Background: an optimization exercise with open tools, aiming at small area. Do not read the settings as production practice. Function was checked by simulation only, so behaviour that the tests miss may differ from the original.

`flow/run.sh`:
```
#!/bin/bash
# The standard layout (standard.sh) with two changes:
#  - the port buffers are the smallest buffer cell (sky130_fd_sc_hd__buf_1);
#  - clock tree synthesis inserts no dummy loads and builds the tree from
#    sky130_fd_sc_hd__clkbuf_4.
# All of standard.sh's output goes to standard.log; each ORFS step keeps its
# own log under orfs/logs/.
set -e
export BUFFER_PORTS_ARGS="-buffer_cell sky130_fd_sc_hd__buf_1"
export CTS_ARGS="-sink_clustering_enable -repair_clock_nets -dont_use_dummy_load -buf_list {sky130_fd_sc_hd__clkbuf_2 sky130_fd_sc_hd__clkbuf_4}"
bash standard.sh > standard.log 2>&1
```
`standard.sh`:
```
#!/bin/bash
# synth_recipe.tcl (not shown) runs the flow's synth.tcl, then flattens the netlist and writes it again
# the make line also repeats each setting of config.mk as NAME=value (left out here)
make -C /OpenROAD-flow-scripts/flow DESIGN_CONFIG=/design/flow/config.mk WORK_HOME=/design/flow/orfs CLKGATE_MAP_FILE= SYNTH_SCRIPT=/design/flow/synth_recipe.tcl "${@:-finish}"
```
`config.mk`:
```
export PLATFORM = sky130hd
export DESIGN_NAME = edgeDetection2
export DESIGN_NICKNAME = edgeDetection2
export VERILOG_FILES = /design/flow/design.v
export SDC_FILE = /design/flow/constraint.sdc
export NUM_CORES = 4
export LEC_CHECK = 0
export CAP_MARGIN = 20
export CORE_MARGIN = 2
export CORE_UTILIZATION = 70
export SLEW_MARGIN = 20
export SYNTH_HIERARCHICAL = 1
```
`constraint.sdc`:
```
create_clock -name core_clock -period 12.0 [get_ports {clk}]
set_input_delay 2.4000 -clock core_clock [delete_from_list [all_inputs] [get_ports {clk}]]
set_output_delay 2.4000 -clock core_clock [all_outputs]
set_load 0.01 [all_outputs]
```
`design.v`:
```
module fa_u(input a, input b, input c, output s, output co);
assign {co, s} = a + b + c;
endmodule
module ha_u(input a, input b, output s, output co);
assign {co, s} = a + b;
endmodule
module maj_u(input a, input b, input c, output co);
assign co = (a & b) | (a & c) | (b & c);
endmodule
module sel3_u(input a, input b, input c, input sa, input sb, input sc, output y);
assign y = (sa & a) | (sb & b) | (sc & c);
endmodule
module big_u(input a, input b, input c, output y);
assign y = ~((a ~^ b) & (b ~^ c));
endmodule
module or4_u(input a, input b, input c, input d, output y);
assign y = a | b | c | d;
endmodule
module or2_u(input a, input b, output y);
assign y = a | b;
endmodule
module sel3n_u(input a, input b, input c, input sa, input sb, input sc, output y);
assign y = ~((sa & a) | (sb & b) | (sc & c));
endmodule
module addr_calc(input [1:0] row, input [8:0] off, input [9:7] col, output [11:0] hi);
wire ad1, ad2; fa_u uad1 (.a(off[0]), .b(row[0]), .c(col[7]), .s(ad1), .co(ad2));
wire ad3, ad4; fa_u uad3 (.a(off[1]), .b(row[1]), .c(col[8]), .s(ad3), .co(ad4));
wire ad5, ad6; ha_u uad5 (.a(ad2), .b(ad3), .s(ad5), .co(ad6));
wire ad7, ad8; fa_u uad7 (.a(off[2]), .b(off[0]), .c(row[0]), .s(ad7), .co(ad8));
wire ad9, ad10; fa_u uad9 (.a(col[9]), .b(ad4), .c(ad7), .s(ad9), .co(ad10));
wire ad11, ad12; ha_u uad11 (.a(ad6), .b(ad9), .s(ad11), .co(ad12));
wire ad13, ad14; fa_u uad13 (.a(off[3]), .b(off[1]), .c(row[1]), .s(ad13), .co(ad14));
wire ad15, ad16; fa_u uad15 (.a(ad8), .b(ad13), .c(ad10), .s(ad15), .co(ad16));
wire ad17, ad18; ha_u uad17 (.a(ad12), .b(ad15), .s(ad17), .co(ad18));
wire ad19, ad20; fa_u uad19 (.a(off[4]), .b(off[2]), .c(ad14), .s(ad19), .co(ad20));
wire ad21, ad22; fa_u uad21 (.a(ad19), .b(ad16), .c(ad18), .s(ad21), .co(ad22));
wire ad23, ad24; fa_u uad23 (.a(off[5]), .b(off[3]), .c(ad20), .s(ad23), .co(ad24));
wire ad25, ad26; ha_u uad25 (.a(ad23), .b(ad22), .s(ad25), .co(ad26));
wire ad27, ad28; fa_u uad27 (.a(off[6]), .b(off[4]), .c(ad24), .s(ad27), .co(ad28));
wire ad29, ad30; ha_u uad29 (.a(ad27), .b(ad26), .s(ad29), .co(ad30));
wire ad31, ad32; fa_u uad31 (.a(off[7]), .b(off[5]), .c(ad28), .s(ad31), .co(ad32));
wire ad33, ad34; ha_u uad33 (.a(ad31), .b(ad30), .s(ad33), .co(ad34));
wire ad35, ad36; fa_u uad35 (.a(off[8]), .b(off[6]), .c(ad32), .s(ad35), .co(ad36));
wire ad37, ad38; ha_u uad37 (.a(ad35), .b(ad34), .s(ad37), .co(ad38));
wire ad39, ad40; fa_u uad39 (.a(off[7]), .b(ad36), .c(ad38), .s(ad39), .co(ad40));
wire ad41, ad42; ha_u uad41 (.a(off[8]), .b(ad40), .s(ad41), .co(ad42));
assign hi = {ad42, ad41, ad39, ad37, ad33, ad29, ad25, ad21, ad17, ad11, ad5, ad1};
endmodule
module grey_conv(input [23:0] inputData, output [7:0] g);
wire [7:0] R = inputData[23:16], G = inputData[15:8], B = inputData[7:0];
wire gc1, gc2; ha_u ugc1 (.a(R[0]), .b(B[0]), .s(gc1), .co(gc2));
wire gc3, gc4; fa_u ugc3 (.a(R[1]), .b(R[0]), .c(B[1]), .s(gc3), .co(gc4));
wire gc5, gc6; fa_u ugc5 (.a(G[0]), .b(gc2), .c(gc3), .s(gc5), .co(gc6));
wire gc7, gc8; fa_u ugc7 (.a(R[2]), .b(R[1]), .c(B[2]), .s(gc7), .co(gc8));
wire gc9, gc10; fa_u ugc9 (.a(G[1]), .b(gc4), .c(gc7), .s(gc9), .co(gc10));
wire gc11, gc12; ha_u ugc11 (.a(gc6), .b(gc9), .s(gc11), .co(gc12));
wire gc13, gc14; fa_u ugc13 (.a(R[3]), .b(R[2]), .c(B[3]), .s(gc13), .co(gc14));
wire gc15, gc16; fa_u ugc15 (.a(G[2]), .b(G[0]), .c(gc8), .s(gc15), .co(gc16));
wire gc17, gc18; fa_u ugc17 (.a(gc13), .b(gc10), .c(gc15), .s(gc17), .co(gc18));
wire gc19, gc20; ha_u ugc19 (.a(gc12), .b(gc17), .s(gc19), .co(gc20));
wire gc21, gc22; fa_u ugc21 (.a(R[4]), .b(R[3]), .c(B[4]), .s(gc21), .co(gc22));
wire gc23, gc24; fa_u ugc23 (.a(G[3]), .b(G[1]), .c(gc14), .s(gc23), .co(gc24));
wire gc25, gc26; fa_u ugc25 (.a(gc21), .b(gc16), .c(gc23), .s(gc25), .co(gc26));
wire gc27, gc28; fa_u ugc27 (.a(gc18), .b(gc25), .c(gc20), .s(gc27), .co(gc28));
wire gc29, gc30; fa_u ugc29 (.a(R[5]), .b(R[4]), .c(B[5]), .s(gc29), .co(gc30));
wire gc31, gc32; fa_u ugc31 (.a(G[4]), .b(G[2]), .c(gc22), .s(gc31), .co(gc32));
wire gc33, gc34; fa_u ugc33 (.a(gc29), .b(gc24), .c(gc31), .s(gc33), .co(gc34));
wire gc35, gc36; fa_u ugc35 (.a(gc26), .b(gc33), .c(gc28), .s(gc35), .co(gc36));
wire gc37, gc38; fa_u ugc37 (.a(R[6]), .b(R[5]), .c(B[6]), .s(gc37), .co(gc38));
wire gc39, gc40; fa_u ugc39 (.a(G[5]), .b(G[3]), .c(gc30), .s(gc39), .co(gc40));
wire gc41, gc42; fa_u ugc41 (.a(gc37), .b(gc32), .c(gc39), .s(gc41), .co(gc42));
wire gc43, gc44; fa_u ugc43 (.a(gc34), .b(gc41), .c(gc36), .s(gc43), .co(gc44));
wire gc45, gc46; fa_u ugc45 (.a(R[7]), .b(R[6]), .c(B[7]), .s(gc45), .co(gc46));
wire gc47, gc48; fa_u ugc47 (.a(G[6]), .b(G[4]), .c(gc38), .s(gc47), .co(gc48));
wire gc49, gc50; fa_u ugc49 (.a(gc45), .b(gc40), .c(gc47), .s(gc49), .co(gc50));
wire gc51, gc52; fa_u ugc51 (.a(gc42), .b(gc49), .c(gc44), .s(gc51), .co(gc52));
wire gc53, gc54; fa_u ugc53 (.a(R[7]), .b(G[7]), .c(G[5]), .s(gc53), .co(gc54));
wire gc55, gc56; fa_u ugc55 (.a(gc46), .b(gc53), .c(gc48), .s(gc55), .co(gc56));
wire gc57, gc58; fa_u ugc57 (.a(gc50), .b(gc55), .c(gc52), .s(gc57), .co(gc58));
wire gc59, gc60; fa_u ugc59 (.a(G[6]), .b(gc54), .c(gc56), .s(gc59), .co(gc60));
wire gc61, gc62; ha_u ugc61 (.a(gc59), .b(gc58), .s(gc61), .co(gc62));
wire gc63, gc64; fa_u ugc63 (.a(G[7]), .b(gc60), .c(gc62), .s(gc63), .co(gc64));
wire gc66 = G[0] & gc5;
wire gc68; maj_u ugc68 (.a(G[1]), .b(gc66), .c(gc11), .co(gc68));
wire gc69, gc70; fa_u ugc69 (.a(G[2]), .b(gc1), .c(gc19), .s(gc69), .co(gc70));
wire gc72 = gc68 & gc69;
wire gc73, gc74; fa_u ugc73 (.a(G[3]), .b(gc5), .c(gc70), .s(gc73), .co(gc74));
wire gc76; maj_u ugc76 (.a(gc27), .b(gc72), .c(gc73), .co(gc76));
wire gc77, gc78; fa_u ugc77 (.a(G[4]), .b(gc11), .c(gc74), .s(gc77), .co(gc78));
wire gc80; maj_u ugc80 (.a(gc35), .b(gc76), .c(gc77), .co(gc80));
wire gc81, gc82; fa_u ugc81 (.a(G[5]), .b(gc19), .c(gc78), .s(gc81), .co(gc82));
wire gc84; maj_u ugc84 (.a(gc43), .b(gc80), .c(gc81), .co(gc84));
wire gc85, gc86; fa_u ugc85 (.a(G[6]), .b(gc27), .c(gc82), .s(gc85), .co(gc86));
wire gc87, gc88; fa_u ugc87 (.a(gc51), .b(gc84), .c(gc85), .s(gc87), .co(gc88));
wire gc89, gc90; fa_u ugc89 (.a(G[7]), .b(gc35), .c(gc86), .s(gc89), .co(gc90));
wire gc91, gc92; fa_u ugc91 (.a(gc57), .b(gc88), .c(gc89), .s(gc91), .co(gc92));
wire gc93, gc94; fa_u ugc93 (.a(gc43), .b(gc61), .c(gc90), .s(gc93), .co(gc94));
wire gc95, gc96; ha_u ugc95 (.a(gc92), .b(gc93), .s(gc95), .co(gc96));
wire gc97, gc98; fa_u ugc97 (.a(gc51), .b(gc63), .c(gc94), .s(gc97), .co(gc98));
wire gc99, gc100; ha_u ugc99 (.a(gc96), .b(gc97), .s(gc99), .co(gc100));
wire gc101, gc102; fa_u ugc101 (.a(gc57), .b(gc64), .c(gc98), .s(gc101), .co(gc102));
wire gc103, gc104; ha_u ugc103 (.a(gc100), .b(gc101), .s(gc103), .co(gc104));
wire gc105, gc106; fa_u ugc105 (.a(gc61), .b(gc102), .c(gc104), .s(gc105), .co(gc106));
wire gc107, gc108; ha_u ugc107 (.a(gc63), .b(gc106), .s(gc107), .co(gc108));
wire gc109 = gc64 ^ gc108;
assign g = {gc109, gc107, gc105, gc103, gc99, gc95, gc91, gc87};
endmodule
module sobel_mag(input [7:0] m1,m2,m3,n4,m6,n7,n8,n9, output [7:0] outputData);
wire sc1 = ~(m3[0] ^ n7[0]);
wire sc2 = m3[0] | n7[0];
wire sc3, sc4; fa_u usc3 (.a(m3[1]), .b(n7[1]), .c(sc2), .s(sc3), .co(sc4));
wire sc5, sc6; fa_u usc5 (.a(m3[2]), .b(n7[2]), .c(sc4), .s(sc5), .co(sc6));
wire sc7, sc8; fa_u usc7 (.a(m3[3]), .b(n7[3]), .c(sc6), .s(sc7), .co(sc8));
wire sc9, sc10; fa_u usc9 (.a(m3[4]), .b(n7[4]), .c(sc8), .s(sc9), .co(sc10));
wire sc11, sc12; fa_u usc11 (.a(m3[5]), .b(n7[5]), .c(sc10), .s(sc11), .co(sc12));
wire sc13, sc14; fa_u usc13 (.a(m3[6]), .b(n7[6]), .c(sc12), .s(sc13), .co(sc14));
wire sc15, sc16; fa_u usc15 (.a(m3[7]), .b(n7[7]), .c(sc14), .s(sc15), .co(sc16));
wire sc17 = ~(m1[0] ^ n9[0]);
wire sc18 = m1[0] | n9[0];
wire sc19, sc20; fa_u usc19 (.a(m1[1]), .b(n9[1]), .c(sc18), .s(sc19), .co(sc20));
wire sc21, sc22; fa_u usc21 (.a(m1[2]), .b(n9[2]), .c(sc20), .s(sc21), .co(sc22));
wire sc23, sc24; fa_u usc23 (.a(m1[3]), .b(n9[3]), .c(sc22), .s(sc23), .co(sc24));
wire sc25, sc26; fa_u usc25 (.a(m1[4]), .b(n9[4]), .c(sc24), .s(sc25), .co(sc26));
wire sc27, sc28; fa_u usc27 (.a(m1[5]), .b(n9[5]), .c(sc26), .s(sc27), .co(sc28));
wire sc29, sc30; fa_u usc29 (.a(m1[6]), .b(n9[6]), .c(sc28), .s(sc29), .co(sc30));
wire sc31, sc32; fa_u usc31 (.a(m1[7]), .b(n9[7]), .c(sc30), .s(sc31), .co(sc32));
wire sc33 = ~(m6[0] ^ n4[0]);
wire sc34 = m6[0] | n4[0];
wire sc35, sc36; fa_u usc35 (.a(m6[1]), .b(n4[1]), .c(sc34), .s(sc35), .co(sc36));
wire sc37, sc38; fa_u usc37 (.a(m6[2]), .b(n4[2]), .c(sc36), .s(sc37), .co(sc38));
wire sc39, sc40; fa_u usc39 (.a(m6[3]), .b(n4[3]), .c(sc38), .s(sc39), .co(sc40));
wire sc41, sc42; fa_u usc41 (.a(m6[4]), .b(n4[4]), .c(sc40), .s(sc41), .co(sc42));
wire sc43, sc44; fa_u usc43 (.a(m6[5]), .b(n4[5]), .c(sc42), .s(sc43), .co(sc44));
wire sc45, sc46; fa_u usc45 (.a(m6[6]), .b(n4[6]), .c(sc44), .s(sc45), .co(sc46));
wire sc47, sc48; fa_u usc47 (.a(m6[7]), .b(n4[7]), .c(sc46), .s(sc47), .co(sc48));
wire sc49 = ~(m2[0] ^ n8[0]);
wire sc50 = m2[0] | n8[0];
wire sc51, sc52; fa_u usc51 (.a(m2[1]), .b(n8[1]), .c(sc50), .s(sc51), .co(sc52));
wire sc53, sc54; fa_u usc53 (.a(m2[2]), .b(n8[2]), .c(sc52), .s(sc53), .co(sc54));
wire sc55, sc56; fa_u usc55 (.a(m2[3]), .b(n8[3]), .c(sc54), .s(sc55), .co(sc56));
wire sc57, sc58; fa_u usc57 (.a(m2[4]), .b(n8[4]), .c(sc56), .s(sc57), .co(sc58));
wire sc59, sc60; fa_u usc59 (.a(m2[5]), .b(n8[5]), .c(sc58), .s(sc59), .co(sc60));
wire sc61, sc62; fa_u usc61 (.a(m2[6]), .b(n8[6]), .c(sc60), .s(sc61), .co(sc62));
wire sc63, sc64; fa_u usc63 (.a(m2[7]), .b(n8[7]), .c(sc62), .s(sc63), .co(sc64));
wire sc65 = ~(sc1 ^ ~sc17);
wire sc66 = sc1 | ~sc17;
wire sc67, sc68; fa_u usc67 (.a(sc33), .b(sc3), .c(~sc19), .s(sc67), .co(sc68));
wire sc69, sc70; ha_u usc69 (.a(sc66), .b(sc67), .s(sc69), .co(sc70));
wire sc71, sc72; fa_u usc71 (.a(sc35), .b(sc5), .c(~sc21), .s(sc71), .co(sc72));
wire sc73, sc74; fa_u usc73 (.a(sc68), .b(sc70), .c(sc71), .s(sc73), .co(sc74));
wire sc75, sc76; fa_u usc75 (.a(sc37), .b(sc7), .c(~sc23), .s(sc75), .co(sc76));
wire sc77, sc78; fa_u usc77 (.a(sc72), .b(sc74), .c(sc75), .s(sc77), .co(sc78));
wire sc79, sc80; fa_u usc79 (.a(sc39), .b(sc9), .c(~sc25), .s(sc79), .co(sc80));
wire sc81, sc82; fa_u usc81 (.a(sc76), .b(sc78), .c(sc79), .s(sc81), .co(sc82));
wire sc83, sc84; fa_u usc83 (.a(sc41), .b(sc11), .c(~sc27), .s(sc83), .co(sc84));
wire sc85, sc86; fa_u usc85 (.a(sc80), .b(sc82), .c(sc83), .s(sc85), .co(sc86));
wire sc87, sc88; fa_u usc87 (.a(sc43), .b(sc13), .c(~sc29), .s(sc87), .co(sc88));
wire sc89, sc90; fa_u usc89 (.a(sc84), .b(sc86), .c(sc87), .s(sc89), .co(sc90));
wire sc91, sc92; fa_u usc91 (.a(sc45), .b(sc15), .c(~sc31), .s(sc91), .co(sc92));
wire sc93, sc94; fa_u usc93 (.a(sc88), .b(sc90), .c(sc91), .s(sc93), .co(sc94));
wire sc95, sc96; fa_u usc95 (.a(sc47), .b(sc16), .c(~sc32), .s(sc95), .co(sc96));
wire sc97, sc98; fa_u usc97 (.a(sc92), .b(sc95), .c(sc94), .s(sc97), .co(sc98));
wire sc99, sc100; fa_u usc99 (.a(sc48), .b(sc96), .c(sc98), .s(sc99), .co(sc100));
wire sc101, sc102; ha_u usc101 (.a(sc1), .b(sc17), .s(sc101), .co(sc102));
wire sc103, sc104; fa_u usc103 (.a(sc49), .b(sc102), .c(sc3), .s(sc103), .co(sc104));
wire sc105, sc106; ha_u usc105 (.a(sc19), .b(sc103), .s(sc105), .co(sc106));
wire sc107, sc108; fa_u usc107 (.a(sc51), .b(sc5), .c(sc21), .s(sc107), .co(sc108));
wire sc109, sc110; fa_u usc109 (.a(sc104), .b(sc106), .c(sc107), .s(sc109), .co(sc110));
wire sc111, sc112; fa_u usc111 (.a(sc53), .b(sc7), .c(sc23), .s(sc111), .co(sc112));
wire sc113, sc114; fa_u usc113 (.a(sc108), .b(sc110), .c(sc111), .s(sc113), .co(sc114));
wire sc115, sc116; fa_u usc115 (.a(sc55), .b(sc9), .c(sc25), .s(sc115), .co(sc116));
wire sc117, sc118; fa_u usc117 (.a(sc112), .b(sc114), .c(sc115), .s(sc117), .co(sc118));
wire sc119, sc120; fa_u usc119 (.a(sc57), .b(sc11), .c(sc27), .s(sc119), .co(sc120));
wire sc121, sc122; fa_u usc121 (.a(sc116), .b(sc118), .c(sc119), .s(sc121), .co(sc122));
wire sc123, sc124; fa_u usc123 (.a(sc59), .b(sc13), .c(sc29), .s(sc123), .co(sc124));
wire sc125, sc126; fa_u usc125 (.a(sc120), .b(sc122), .c(sc123), .s(sc125), .co(sc126));
wire sc127, sc128; fa_u usc127 (.a(sc61), .b(sc15), .c(sc31), .s(sc127), .co(sc128));
wire sc129, sc130; fa_u usc129 (.a(sc124), .b(sc126), .c(sc127), .s(sc129), .co(sc130));
wire sc131, sc132; fa_u usc131 (.a(sc63), .b(sc16), .c(sc32), .s(sc131), .co(sc132));
wire sc133, sc134; fa_u usc133 (.a(sc128), .b(sc131), .c(sc130), .s(sc133), .co(sc134));
wire sc135, sc136; fa_u usc135 (.a(sc64), .b(sc132), .c(sc134), .s(sc135), .co(sc136));
wire sc137, sc138; fa_u usc137 (.a(ax0), .b(ay0), .c(~sc100), .s(sc137), .co(sc138));
wire sc139, sc140; ha_u usc139 (.a(~sc136), .b(sc137), .s(sc139), .co(sc140));
wire sc141, sc142; fa_u usc141 (.a(ax1), .b(ay1), .c(sc138), .s(sc141), .co(sc142));
wire sc143, sc144; ha_u usc143 (.a(sc140), .b(sc141), .s(sc143), .co(sc144));
wire sc145, sc146; fa_u usc145 (.a(ax2), .b(ay2), .c(sc142), .s(sc145), .co(sc146));
wire sc147, sc148; ha_u usc147 (.a(sc144), .b(sc145), .s(sc147), .co(sc148));
wire sc149, sc150; fa_u usc149 (.a(ax3), .b(ay3), .c(sc146), .s(sc149), .co(sc150));
wire sc151, sc152; ha_u usc151 (.a(sc148), .b(sc149), .s(sc151), .co(sc152));
wire sc153, sc154; fa_u usc153 (.a(ax4), .b(ay4), .c(sc150), .s(sc153), .co(sc154));
wire sc155, sc156; ha_u usc155 (.a(sc152), .b(sc153), .s(sc155), .co(sc156));
wire sc157, sc158; fa_u usc157 (.a(ax5), .b(ay5), .c(sc154), .s(sc157), .co(sc158));
wire sc159, sc160; ha_u usc159 (.a(sc156), .b(sc157), .s(sc159), .co(sc160));
wire sc161, sc162; fa_u usc161 (.a(ax6), .b(ay6), .c(sc158), .s(sc161), .co(sc162));
wire sc163, sc164; ha_u usc163 (.a(sc160), .b(sc161), .s(sc163), .co(sc164));
wire sc165, sc166; fa_u usc165 (.a(ax7), .b(ay7), .c(sc162), .s(sc165), .co(sc166));
wire sc167, sc168; ha_u usc167 (.a(sc164), .b(sc165), .s(sc167), .co(sc168));
wire sc169, sc170; ha_u usc169 (.a(sc166), .b(sc168), .s(sc169), .co(sc170));
wire ax0 = sc65 ^ ~sc100;
wire ay0 = sc101 ^ ~sc136;
wire ax1 = sc69 ^ ~sc100;
wire ay1 = sc105 ^ ~sc136;
wire ax2 = sc73 ^ ~sc100;
wire ay2 = sc109 ^ ~sc136;
wire ax3 = sc77 ^ ~sc100;
wire ay3 = sc113 ^ ~sc136;
wire ax4 = sc81 ^ ~sc100;
wire ay4 = sc117 ^ ~sc136;
wire ax5 = sc85 ^ ~sc100;
wire ay5 = sc121 ^ ~sc136;
wire ax6 = sc89 ^ ~sc100;
wire ay6 = sc125 ^ ~sc136;
wire ax7 = sc93 ^ ~sc100;
wire ay7 = sc129 ^ ~sc136;
wire bigx, bigy;
big_u ubigx (.a(~sc100), .b(sc99), .c(sc97), .y(bigx));
big_u ubigy (.a(~sc136), .b(sc135), .c(sc133), .y(bigy));
wire sat; or4_u usat (.a(bigx), .b(bigy), .c(sc170), .d(sc169), .y(sat));
wire [7:0] sum = {sc167, sc163, sc159, sc155, sc151, sc147, sc143, sc139};
genvar i;
generate for (i = 0; i < 8; i = i + 1) begin : satBit
    or2_u u (.a(sum[i]), .b(sat), .y(outputData[i]));
end endgenerate
endmodule
module edgeDetection2(
    input  logic        clk,
    input  logic        n_rst,
    input  logic        startSignal,
    input  logic [23:0] inputData,
    input  logic        rwError,
    input  logic        readDone,
    input  logic        writeDone,
    output logic [31:0] readAddress,
    output logic [7:0]  outputData,
    output logic        readEnable,
    output logic        writeEnable,
    output logic        outputError
);
localparam [2:0] IDLE = 3'd0, GEN = 3'd1, WAITD = 3'd2, STORE = 3'd3,
                 ERR = 3'd4, WRITE = 3'd5;
reg [2:0] state;
wire exec  = (state == GEN);
wire sWait = (state == WAITD);
wire store = (state == STORE);
wire grab  = (state == WAITD) & readDone & ~rwError;
reg  [3:0] cnt;      
reg        np3;      
wire [9:0] cntIs;
assign cntIs[0] = ~cnt[3] & ~cnt[2] & ~cnt[1] & ~cnt[0];
assign cntIs[1] = ~cnt[3] & ~cnt[2] & ~cnt[1] &  cnt[0];
assign cntIs[2] = ~cnt[2] &  cnt[1] & ~cnt[0];
assign cntIs[3] = ~cnt[2] &  cnt[1] &  cnt[0];
assign cntIs[4] =  cnt[2] & ~cnt[1] & ~cnt[0];
assign cntIs[5] =  cnt[2] & ~cnt[1] &  cnt[0];
assign cntIs[6] =  cnt[2] &  cnt[1] & ~cnt[0];
assign cntIs[7] =  cnt[2] &  cnt[1] &  cnt[0];
assign cntIs[8] =  cnt[3] & ~cnt[0];
assign cntIs[9] =  cnt[3] &  cnt[0];
wire       cntTop = np3 ? cntIs[3] : cntIs[9];
always_ff @(posedge clk, negedge n_rst)
    if (!n_rst) state <= IDLE;
    else case (state)
        IDLE:    if (startSignal) state <= GEN;
        GEN:     state <= WAITD;
        WAITD:   if (rwError) state <= ERR; else if (readDone) state <= STORE;
        STORE:   state <= cntTop ? WRITE : GEN;
        WRITE:   if (writeDone) state <= GEN;
        default: state <= state;
    endcase
assign readEnable  = (state == WAITD);
assign writeEnable = (state == WRITE);
assign outputError = (state == ERR);
reg [1:0] row;       
reg [9:0] col;       
reg [8:0] off;       
wire rowWrap = row[1] & row[0];
wire colWrap = col[9] & col[7];
wire offWrap = &{off[8:6], off[4:1]};
reg  np3Pre;
wire colWrapD2 = np3 & ~np3Pre;
wire [9:0] colInc; wire [10:0] colC;
wire [8:0] offInc; wire [9:0] offC;
assign colC[0] = rowWrap;
assign offC[0] = colWrap;
genvar gi;
generate
    for (gi = 0; gi < 10; gi = gi + 1) begin : colIncBit
        ha_u u (.a(col[gi]), .b(colC[gi]), .s(colInc[gi]), .co(colC[gi+1]));
    end
    for (gi = 0; gi < 9; gi = gi + 1) begin : offIncBit
        ha_u u (.a(off[gi]), .b(offC[gi]), .s(offInc[gi]), .co(offC[gi+1]));
    end
endgenerate
always_ff @(posedge clk, negedge n_rst)
    if (!n_rst) begin
        row <= '0; col <= '0; off <= '0;
        np3Pre <= 1'b0; np3 <= 1'b0;
    end else begin
        if (rowWrap) row <= '0; else if (exec) row <= {row[1] ^ row[0], ~row[0]};
        col <= colInc & ~({10{colWrap}} & 10'd640);
        off <= offInc & ~({9{offWrap & ~(exec | sWait)}} & 9'd478);
        np3Pre <= (|col[9:2]) | (col[1] & col[0]);
        np3 <= np3Pre;
    end
wire rowZ  = ~(row[1] | row[0]);
wire colZ  = ~(|col);
wire back  = rowZ & colZ;             
wire [6:0] colLoDec; wire [7:0] colBw;
assign colBw[0] = rowZ;
generate
    for (gi = 0; gi < 7; gi = gi + 1) begin : colDecBit
        assign colLoDec[gi] = col[gi] ^ colBw[gi];
        assign colBw[gi+1]  = ~col[gi] & colBw[gi];
    end
endgenerate
wire [2:0] colHi = back ? 3'd4 : (col[9:7] - {2'd0, colBw[7]});
wire [1:0] k = rowZ ? (back ? 2'd1 : 2'd2) : (row - 2'd1);
wire [11:0] addrHi;
addr_calc addrCalc (.row(k), .off(off), .col(colHi), .hi(addrHi));
assign readAddress = {8'd0, addrHi, colLoDec, 5'd0};
always_ff @(posedge clk, negedge n_rst)
    if (!n_rst) cnt <= '0;
    else if (colWrapD2) cnt <= '0;
    else if (grab) begin
        if (np3 ? (cnt[3] | cnt[2] | (cnt[1] & cnt[0])) : cntIs[9]) cnt <= 4'd1;
        else cnt <= cnt + 4'd1;
    end
wire [7:0] grey;
grey_conv greyConv (.inputData(inputData), .g(grey));
reg [7:0] pixel;
always_ff @(posedge clk) pixel <= grey;
reg [7:0] m1, m2, m3, n4, m5, m6, n7, n8, n9;
wire [7:0] npixel = ~pixel;
wire shift3 = np3 & store & cntIs[1];
wire [9:0] ld;       
assign ld[0] = 1'b0;
generate
    for (gi = 1; gi < 10; gi = gi + 1) begin : ldDec
        assign ld[gi] = ~np3 & (gi == 9 ? (cntIs[9] | cntIs[0]) : cntIs[gi]);
    end
endgenerate
wire [7:0] m1d, m2d, n4d, m5d, n7d, n8d;
wire h1 = ~(ld[1] | shift3), h2 = ~(ld[4] | shift3), h4 = ~(ld[2] | shift3),
     h5 = ~(ld[5] | shift3), h7 = ~(ld[3] | shift3), h8 = ~(ld[6] | shift3);
generate
    for (gi = 0; gi < 8; gi = gi + 1) begin : winSel
        sel3_u s1 (.a(m1[gi]), .b(m2[gi]),  .c(pixel[gi]),  .sa(h1), .sb(shift3), .sc(ld[1]), .y(m1d[gi]));
        sel3_u s2 (.a(m2[gi]), .b(m3[gi]),  .c(pixel[gi]),  .sa(h2), .sb(shift3), .sc(ld[4]), .y(m2d[gi]));
        sel3n_u s4 (.a(~n4[gi]), .b(m5[gi]), .c(pixel[gi]), .sa(h4), .sb(shift3), .sc(ld[2]), .y(n4d[gi]));
        sel3_u s5 (.a(m5[gi]), .b(m6[gi]),  .c(pixel[gi]),  .sa(h5), .sb(shift3), .sc(ld[5]), .y(m5d[gi]));
        sel3_u s7 (.a(n7[gi]), .b(n8[gi]),  .c(npixel[gi]), .sa(h7), .sb(shift3), .sc(ld[3]), .y(n7d[gi]));
        sel3_u s8 (.a(n8[gi]), .b(n9[gi]),  .c(npixel[gi]), .sa(h8), .sb(shift3), .sc(ld[6]), .y(n8d[gi]));
    end
endgenerate
always_ff @(posedge clk) begin
    m1 <= m1d; m2 <= m2d; n4 <= n4d; m5 <= m5d; n7 <= n7d; n8 <= n8d;
    if (ld[7] | shift3) m3 <= pixel;
    if (ld[8] | (np3 & store & cntIs[2])) m6 <= pixel;
    if (ld[9] | (np3 & store & cntIs[3])) n9 <= npixel;
end
wire [7:0] mag;
sobel_mag sobelMag (.m1(m1), .m2(m2), .m3(m3), .n4(n4), .m6(m6), .n7(n7),
                    .n8(n8), .n9(npixel), .outputData(mag));
reg [7:0] outR;
always_ff @(posedge clk) outR <= mag;
assign outputData = outR;
endmodule
```
==> run_results.csv, run 1 <==
group,metric,value,unit
grt,grt_pass1_vias,5335,
yosys,syn_area_per_cell,12.7,um2
yosys,synth_common_cells,"fa_1 (121), inv_1 (103), dfxtp_1 (64), ha_1 (64), a222oi_1 (48)",
drt,drc_errors,0,
setup_path,required,12.40,ns
setup_path,end_kind,"flip-flop",
setup_path,critPathKind,"reg -> reg",
setup_path,critPathArrivalTime,11.17,ns
placement,dp_hpwl,12.2,mm
setup_path,crit_family,"adder cells",
placement,pre_cts_ws,1.23,ns
drt,drt_iter0_drc,606,
sta,grt_setup_unrepaired,"no",
job,maxCapViolCount,0,
sta,timing.hold.ws,0.421,ns
sta,clock_skew,0.0358,ns
floorplan,rows,39,
yosys,yosysUniqueCellTypes,54,
yosys,synth_top_area_share,29.8,%
setup_path,crit_fanout,9,
drt,drt-pass1-iter-count,6,
yosys,netlist_instances,639,
sta,setup-violations-final,0,
yosys,async_reset_ff_share,25.4,%
floorplan,design.die.area,12500,um2
grt,grt.overflow.total,0,
drt,vias,4906,
setup_path,critPathMaxStageDelay,0.61,ns
yosys,yosysMostFrequentCell,"fa_1",
cts,cts.repair.resized,0,
cts,ctsHtreeMaxLevel,4,
yosys,synth_top_cell_by_area,"fa_1",
cts,clockRootBuffer,"clkbuf_4",
cts,clockBufferDepth,2,
yosys,synth-seq-area-share,33.9,%
floorplan,io_pins,73,
yosys,ys.flop_type,"dfxtp_1",
setup_path,start_kind,"flip-flop",
sta,maxSlewViolCount,0,
floorplan,start_util,71.5,%
drt,wl_per_cell,18.1,um
yosys,ys.warnings.count,7,
finish,drive_gt1_share,4.78,%
placement,dp_cells,816,
finish,nets,907,
grt,track_usage,26.3,%
placement,io_buffers,59,
yosys,synth_edf_count,24,
drt,wl,15.0,mm
worst_hold_path,hold_path_class,"reg -> reg",
floorplan,core,11400,um2
grt,grt_pass1_wl,25.3,mm
yosys,synth_seq_cells,118,
sta,min_period,10.77,ns
drt,ant_nets,0,
cts,cts_tree,"done",
status,status,"complete, no violations",
cts,numCtsBuffers,17,
setup_path,cp_num_buf_inv,4,
yosys,synth.area.top_cells,"fa_1 (30%), dfxtp_1 (16%), ha_1 (9.9%)",
sta,max_freq,92.8,MHz
sta,slew_headroom,32.3,%
floorplan,die_x,112,um
grt,grt_max_degree,52,
drt,routed_via_density,5.89,
cts,worstSkewPairLatency,0.52,ns
floorplan,die_h,112,um
sta,setup_tns,0,ns
yosys,syn_area,8120,um2
finish,fin_cells,833,
finish,syn_to_final_growth,3.88,%
cts,postCtsSetupRepairBufs,0,
setup_path,crit_slowest_cell,"fa_1",
finish,fillCellCount,805,
cts,clk_pin_slew_worst_paths,0.11,ns
cts,cts_hold_buf,0,
sta,final_hold_viol_count,0,
sta,layout_setup_ws,1.23,ns
setup_path,path_common_cell,"fa_1",
cts,clkSinkCount,118,
grt,antenna_found_initial,0,
finish,antenna_cells,0,
placement,gp_congestion,0.839,
sta,fin_crit_sh,89.8,%
sta,tightest_slew,1.01,ns
-- cells by family after synthesis --
group | after synthesis | share of synthesized area [%]
AO/OA/AOI/OAI | 74 | 8.16
XOR/XNOR | 20 | 2.25
adder cells (fa/ha/maj) | 189 | 40.2
buffers and inverters | 146 | 8.52
flip-flops | 118 | 33.9
other | 1 | 0.0462
AND/OR/NAND/NOR | 91 | 6.92
-- metrics by stage --
step                      util (%)  instance area [um2]
after detailed placement      73.1                 8310
after global placement        73.1                 8310
after floorplan                  -                 8170
after global routing          74.2                 8440
after CTS                     74.2                 8440
final                         74.2                 8440
-- Yosys stat by module (local to each module, per instance), a selection --
module	cell area, um2	flops+latches	cells	times used
or4_u	7.51	0	1	1
grey_conv	81.3	0	11	1
fa_u	20.0	0	1	121
ha_u	12.5	0	1	47
sel3n_u	10.0	0	1	8
sel3_u	13.8	0	2	40
sobel_mag	334	0	50	1
or2_u	6.26	0	1	8
maj_u	11.3	0	1	4
big_u	20.0	0	3	2
-- state kept, by name (all words and copies together) (netlist names), 4 cells and up --
register	count
n8	8
m2	8
m1	8
m5	8
m3	8
off	9
cnt	4
n4	8
n7	8
outR	8
m6	8
col	10
n9	8
pixel	8
-- routing by layer --
layer  up-vias  track usage (%)  part of all wire, %
met5         -                0                    0
met4         0             9.55                  1.9
met3        23             5.72                  5.6
met2       183             47.2                   54
met1      2455             31.4                   38
li1       2245                -                    -
-- worst reg2reg max path: cells and delay by family, from the launching register on --
family                     cells  cell delay, ns
DFF                            1            0.46
xor gates and xnor gates       1            0.27
adders and majority gates     22            8.76
and+or+nand+nor                2            0.84
buffers and inverters          4            0.32
-- worst paths after layout --
path	from	end	slack [ns]	depth (start not counted)
worst max register to register	pixel[0]$_DFF_P_	outR[7]$_DFF_P_	1.23	29
worst max-delay path	pixel[0]$_DFF_P_	outR[7]$_DFF_P_	1.23	29
worst min-delay path	np3Pre$_DFF_PN0_	np3$_DFF_PN0_	0.42	0
min in group asynchronous	n_rst	cnt[2]$_DFFE_PN0P_	1.88	2
worst min register to register	np3Pre$_DFF_PN0_	np3$_DFF_PN0_	0.42	0
max in group asynchronous	n_rst	row[0]$_DFFE_PN0P_	9.81	2
-- cells in the final DEF, fill, tap and decap left out, types with 5 or more instances in the layout --
master and n:
a222oi_1 48, nor2b_1 17, dfxtp_1 64, nor3_1 6, or2_1 8, edfxtp_1 24
ha_1 64, nand4_1 5, xnor2_1 17, fa_1 121, buf_1 59, dfrtp_1 30
o21ai_0 5, nand2_1 8, clkbuf_4 17, inv_1 103, conb_1 13, nor2_1 17
-- area by class of cell --
| class | instances | area, um2 | share of cell area [%] |
|---|---|---|---|
| well taps | 143 | 179 | 2.12 |
| clock buffers | 17 | 128 | 1.51 |
| repair buffers | 64 | 256 | 3.04 |
| inverters | 104 | 390 | 4.63 |
| multi-input cells | 387 | 4730 | 56.1 |
| flip-flops and latches | 118 | 2750 | 32.6 |
==> inputs of run 2 (changes only) <==
--- a/flow/run.sh
+++ b/flow/run.sh
@@ -9,3 +9,3 @@
 export BUFFER_PORTS_ARGS="-buffer_cell sky130_fd_sc_hd__buf_1"
-export CTS_ARGS="-sink_clustering_enable -repair_clock_nets -dont_use_dummy_load -buf_list {sky130_fd_sc_hd__clkbuf_2 sky130_fd_sc_hd__clkbuf_4}"
+export CTS_ARGS="-sink_clustering_enable -repair_clock_nets -dont_use_dummy_load -buf_list sky130_fd_sc_hd__clkbuf_4 -sink_clustering_size 20 -sink_clustering_max_diameter 120 -sink_buffer_max_cap_derate 0.5"
 bash standard.sh > standard.log 2>&1
--- a/config.mk
+++ b/config.mk
@@ -9,3 +9,3 @@
 export CORE_MARGIN = 2
-export CORE_UTILIZATION = 70
+export CORE_UTILIZATION = 40
 export SLEW_MARGIN = 20
==> run_results.csv, run 2 <==
group,metric,value,unit
cts,worstSkewPairLatency,0.54,ns
cts,cts_hold_buf,0,
cts,cts_tree,"done",
yosys,yosysMostFrequentCell,"fa_1",
yosys,netlist_instances,639,
drt,drt_iter0_drc,338,
setup_path,ff2ff_path_depth,29,
yosys,synth_top_area_share,29.8,%
sta,slew_headroom,37.5,%
worst_hold_path,hold_depth,1,
setup_path,critPathArrivalTime,11.10,ns
sta,clock_skew,0.0431,ns
finish,largest_register_ffs,10,
grt,track_usage,14.5,%
floorplan,die_h,147,um
sta,min_period,10.69,ns
yosys,ys.flop_type,"dfxtp_1",
sta,fin_crit_sh,89.0,%
floorplan,io_pins,73,
finish,fin_cells,961,
setup_path,cp_num_buf_inv,4,
drt,wl,14.6,mm
setup_path,r2r_start,"pixel[0]$_DFF_P_",
yosys,synth_seq_cells,118,
placement,gp_congestion,0.892,
sta,final_hold_viol_count,0,
drt,drc_errors,0,
yosys,async_reset_ff_share,25.4,%
sta,grt_setup_unrepaired,"no",
cts,clockBufferDepth,2,
floorplan,design.die.area,21500,um2
placement,dp_hpwl,12.1,mm
sta,setup-violations-final,0,
sta,max_freq,93.6,MHz
setup_path,crit_fanout,9,
worst_hold_path,hold_path_class,"reg -> reg",
floorplan,die_x,147,um
setup_path,path_common_cell,"fa_1",
yosys,synth-seq-area-share,33.9,%
finish,drive_gt1_share,4.93,%
drt,ant_nets,0,
finish,fin_util,42.8,%
drt,vias,4804,
cts,ctsHtreeMaxLevel,4,
setup_path,crit_slowest_cell,"fa_1",
yosys,yosysUniqueCellTypes,54,
cts,clk_pin_slew_worst_paths,0.09,ns
grt,grt_max_degree,52,
drt,drt-pass1-iter-count,6,
cts,clkSinkCount,118,
setup_path,end_kind,"flip-flop",
grt,antenna_found_initial,1,
status,status,"complete, no violations",
finish,nets,907,
job,maxCapViolCount,0,
finish,syn_to_final_growth,5.98,%
cts,clockRootBuffer,"clkbuf_4",
cts,postCtsSetupRepairBufs,0,
worst_hold_path,hold_start,"m5[1]$_DFF_P_",
cts,cts.repair.resized,0,
finish,final_common_cell,"fa_1",
floorplan,start_util,40.4,%
finish,largestRegisters,"col x10, off x9",
finish,layout.cells.most_common_list,"fa_1 (121), inv_1 (103), ha_1 (64), dfxtp_1 (64), buf_1 (59)",
setup_path,worst-r2r-setup-slack,1.31,ns
grt,grt_pass1_vias,5252,
grt,grt.overflow.total,0,
floorplan,rows,52,
placement,dp_cells,943,
setup_path,start_kind,"flip-flop",
setup_path,required,12.41,ns
sta,tightest_slew,0.931,ns
setup_path,critPathKind,"reg -> reg",
yosys,synth_common_cells,"fa_1 (121), inv_1 (103), dfxtp_1 (64), ha_1 (64), a222oi_1 (48)",
floorplan,core,20100,um2
yosys,synth.area.top_cells,"fa_1 (30%), dfxtp_1 (16%), ha_1 (9.9%)",
yosys,synth_top_cell_by_area,"fa_1",
setup_path,reg2reg_to,"outR[6]$_DFF_P_",
sta,setup_tns,0,ns
yosys,ys.warnings.count,7,
yosys,syn_area_per_cell,12.7,um2
placement,io_buffers,59,
worst_hold_path,min_to,"n4[1]$_DFF_P_",
cts,numCtsBuffers,17,
drt,wl_per_cell,15.2,um
sta,maxSlewViolCount,0,
finish,max_flop_register,"col",
finish,fillCellCount,1863,
grt,grt_pass1_wl,24.9,mm
drt,routed_via_density,5.00,
yosys,syn_area,8120,um2
setup_path,crit_family,"adder cells",
setup_path,critPathMaxStageDelay,0.60,ns
yosys,synth_edf_count,24,
-- run 2: modules after synthesis (local to each module, per instance) --
module / times used / flip-flops and latches
sel3_u: 40 / 0
or2_u: 8 / 0
maj_u: 4 / 0
addr_calc: 1 / 0
ha_u: 47 / 0
grey_conv: 1 / 0
big_u: 2 / 0
or4_u: 1 / 0
sobel_mag: 1 / 0
fa_u: 121 / 0
sel3n_u: 8 / 0
edgeDetection2: 1 / 118
-- run 2: per-stage QoR --
step / cell area, um2 / hold WS, ns / setup slack, ns
after floorplan: 8170 / 0.366 / 1.91
after global placement: 8480 / 0.393 / 1.43
after detailed placement: 8480 / 0.395 / 1.28
after CTS: 8610 / 0.429 / 1.28
after global routing: 8610 / 0.462 / 0.818
final: 8610 / 0.428 / 1.31
-- run 2: cell families after synthesis --
kind of cell,share of synthesized area [%]
buffers and inverters,8.52
other,0.0462
AO/OA/AOI/OAI,8.16
adder cells (fa/ha/maj),40.2
XOR/XNOR,2.25
flip-flops,33.9
AND/OR/NAND/NOR,6.92
-- run 2: worst max-delay path by stage --
| stage | slack, ns | to | start | cells past startpoint |
|---|---|---|---|---|
| after floorplan | 1.91 | outR[0]$_DFF_P_ | pixel[0]$_DFF_P_ | 30 |
| after global placement | 1.43 | outR[7]$_DFF_P_ | pixel[0]$_DFF_P_ | 29 |
| after detailed placement | 1.28 | outR[6]$_DFF_P_ | pixel[0]$_DFF_P_ | 29 |
| after CTS | 1.28 | outR[6]$_DFF_P_ | pixel[0]$_DFF_P_ | 29 |
| after global routing | 0.82 | outR[7]$_DFF_P_ | pixel[0]$_DFF_P_ | 29 |
| final | 1.31 | outR[6]$_DFF_P_ | pixel[0]$_DFF_P_ | 29 |
-- run 2: cell type report --
type                    count  area [um2]  area share, %
diodes                      1        2.50         0.0291
clock buffers              17         128           1.48
inverters                 104         390           4.53
multi-input cells         387        4740           55.1
flip-flops and latches    118        2750           32.0
well taps                 270         338           3.92
repair buffers             64         259           3.01
-- run 2: per-layer routing --
layer / global-route usage, % / wire length, um
met1: 18.3 / 6520
met2: 25.2 / 7480
met3: 3.00 / 551
met4: 4.37 / 101
met5: 0 / 0

-- static timing again, ports no longer ideal --
In the flow no input, the clock included, has a driving cell. The finished layouts below were timed again as built, in two steps.
Step 1 assumes that a clkbuf_16 drives the clock port and a buf_2 every other input.
Step 2 adds t to the input delays and takes it off the output delays; t is the mean of the earliest and latest rising clock arrival at the registers after step 1. Input paths then give back, and output paths get back, about the clock's delay inside the block.
a / b / c = no drivers / after step 1 / after step 2; a / b = the first two.
run	t, ns	setup WS [ns]	worst setup path at the end	cell pins on the clock port's net
run 1	0.536	1.225 / 1.225 / 1.225	register to register	1
run 2	0.554	1.315 / 1.315 / 1.315	register to register	1
After both steps every run listed still meets setup and hold.
